Context: an optimization exercise on an open-source flow, tuned for small area and a short achievable clock period. The choices shown serve that exercise and are no tape-out recipe. Only simulation tests tie the RTL to the original design; equivalence was not proved. No activity file was given, so power comes from the tool's default toggle rates.

Setup of old:
// neuron_l2
module neuron_l2 (
    input clk,
    input reset,
    input enable,
    input startup,
    input signed [17*16-1:0] in,
    input signed [15:0] weight,
    output reg signed [15:0] out,
    output reg outvalid,
    output reg tmp3
);
Size in the first run: roughly 2000 cells after synthesis, roughly 550 flip-flops, about 310 I/O pins, ~22000 um^2 of cells after synthesis.
export LEC_CHECK = 0
export CAP_MARGIN = 20
export CORE_MARGIN = 2
export CORE_UTILIZATION = 50
export CTS_CLUSTER_DIAMETER = 100
export CTS_CLUSTER_SIZE = 30
export SETUP_SLACK_MARGIN = 4.6
export SLEW_MARGIN = 20
create_clock -name core_clock -period 7.0 [get_ports {clk}]
standard.sh (not shown) runs the stock make flow with config.mk's settings and CLKGATE_MAP_FILE= SYNTH_SCRIPT=/design/flow/synth_recipe.tcl, a recipe that flattens the netlist after the stock synthesis.
==> flow/flow/run.sh <==
#!/bin/bash
# Standard layout, with plain buffers (not delay cells) on the ports.
set -euo pipefail
export BUFFER_PORTS_ARGS="-buffer_cell sky130_fd_sc_hd__buf_1"
bash standard.sh synth > make_synth.log 2>&1
bash standard.sh finish > make_finish.log 2>&1
Here is what was changed in the inputs of new compared with old.
Settings: changing CORE_UTILIZATION from 50 to 40.
Results
Summary of new over old: area share of and/or/nand/nor cells after synthesis ~0 delta, total power of the final layout ~0 delta. [compare] base=old new=new: wire length fell by 4.3%, via count went down 0.54%, maximum frequency comparable. Changes observed in new relative to old: placeable core region increased 27%, half-perimeter wire length after detailed placement decreased by about 6% relative to the old numbers, overall track demand over capacity in global routing went down.

neuron_l2 again, from the RTL that the note above started with.
// neuron_l2
module neuron_l2 (
    input clk,
    input reset,
    input enable,
    input startup,
    input signed [17*16-1:0] in,
    input signed [15:0] weight,
    output reg signed [15:0] out,
    output reg outvalid,
    output reg tmp3
);
    wire load = enable & startup;
    wire comp = enable & ~startup;
    reg [15:0] C [0:16];
    reg [16:0] V;        
    reg [16:0] z;        
    reg [8:0] ps;        
    reg dly;             
    reg ld1;
    reg [15:0] wr1;
    wire [16:0] tz = {z[14:0], z[16:15]};    
    wire wen = dly ? ld1 : load;
    wire [15:0] wd = dly ? wr1 : weight;
    reg [16:0] wsel;
    integer j;
    always @(*) begin
        for (j = 0; j < 17; j = j + 1)
            wsel[j] = (j % 2 == 0) ? (wen & ps[j / 2]) : 1'b0;
    end
    always @(posedge clk) begin
        ld1 <= load;
        wr1 <= weight;
        if (!load) begin
            ps[0] <= tz[0];
            for (j = 1; j < 9; j = j + 1)
                ps[j] <= tz[2 * j] | tz[2 * j - 1];
            dly <= tz[1] | tz[3] | tz[5] | tz[7] | tz[9] | tz[11] | tz[13] | tz[15];
        end
        C[0] <= wsel[0] ? wd : C[16];
        for (j = 1; j < 17; j = j + 1)
            if (j % 2)
                C[j] <= C[j - 1];
            else
                C[j] <= wsel[j] ? wd : C[j - 1];
    end
    always @(posedge clk or posedge reset) begin
        if (reset) begin
            V <= 17'd0;
            z <= 17'd1;
        end else begin
            V <= wsel | {V[15:0], V[16]};
            z <= {z[15:0], z[16]};
        end
    end
    reg [4:0] raddr;
    reg newIn, s1, s2;
    always @(posedge clk or posedge reset) begin
        if (reset) begin
            raddr <= 0; newIn <= 0; s1 <= 0; s2 <= 0;
        end else if (enable) begin
            if (startup) begin
                raddr <= 0; newIn <= 0;
            end else if (raddr == 5'd16) begin
                raddr <= 0; newIn <= 1;
            end else begin
                raddr <= raddr + 5'd1; newIn <= 0;
            end
  ...
==> flow/config.mk <==
export PLATFORM = sky130hd
export DESIGN_NAME = neuron_l2
export DESIGN_NICKNAME = neuron_l2
export VERILOG_FILES = /design/flow/design.v
export SDC_FILE = /design/flow/constraint.sdc
export NUM_CORES = 4
export LEC_CHECK = 0
export CAP_MARGIN = 20
export CORE_MARGIN = 2
export CORE_UTILIZATION = 40
export CTS_CLUSTER_DIAMETER = 100
export CTS_CLUSTER_SIZE = 30
export SETUP_SLACK_MARGIN = 4.7
export SLEW_MARGIN = 20
==> flow/constraint.sdc <==
create_clock -name core_clock -period 7.0 [get_ports {clk}]
set_input_delay 1.4000 -clock core_clock [delete_from_list [all_inputs] [get_ports {clk}]]
set_output_delay 1.4000 -clock core_clock [all_outputs]
set_load 0.01 [all_outputs]
Scripts as last shown in full above: flow/flow/run.sh
The baseline passed the timing, DRC and antenna checks.
Change:
Settings changed: SETUP_SLACK_MARGIN 4.7 to 4.4.
What happened: The changed run went through all stages and came out clean; routed wire length fell by 5.1%; combinational power fell by about 7%; utilization fell by 1.2 points; worst setup slack got worse by 17 ps; global-route usage fell by 0.98 points; first-iteration DRC count fell by about 0.7%; fmax fell by about 0.7%; clock-buffer cell count fell by 5; critical path depth rose by 4; synthesized area is unchanged.
Change:
Settings changed: SETUP_SLACK_MARGIN 4.4 to 4.5.
After rerunning: Routed wire length goes up slightly; synthesized area is unchanged; clock skew is about the same; total power stays flat; count of clock-buffer cells in the layout goes up by 2; register-to-register slack improved by 40 ps; flip-flop and latch count does not change.

## re-timing with driven ports
How much do the figures lean on ideal ports? The routed layouts below were timed once more, with nothing changed but the port constraints. Step 1, drivers: a clkbuf_16 drives clk and a buf_2 each remaining input, both assumed. Step 2 times the ports against the registers' clock, not the clock port: input delays grow and output delays shrink by t, the midpoint of the rising clock arrivals with the driver on. a / b / c = ideal / step 1 / step 2; a / b = the first two.
| run | shift t [ns] | setup slack, ns | hold slack, ns |
|---|---|---|---|
| old | 0.632 | 4.568 / 4.512 / 4.128 | 0.332 / 0.332 / 0.332 |
| new | 0.635 | 4.570 / 4.516 / 4.054 | 0.327 / 0.327 / 0.327 |
| the first run of note 2 | 0.631 | 4.537 / 4.484 / 4.203 | 0.326 / 0.326 / 0.326 |
| the second run of note 2 | 0.635 | 4.520 / 4.470 / 3.925 | 0.327 / 0.327 / 0.327 |
| the third run of note 2 | 0.631 | 4.562 / 4.511 / 4.172 | 0.331 / 0.331 / 0.331 |
After both steps every run listed still meets setup and hold. The setup slack of the second run of note 2, which loses most, moves by -0.050 ns with the drivers and by -0.595 ns with both steps.
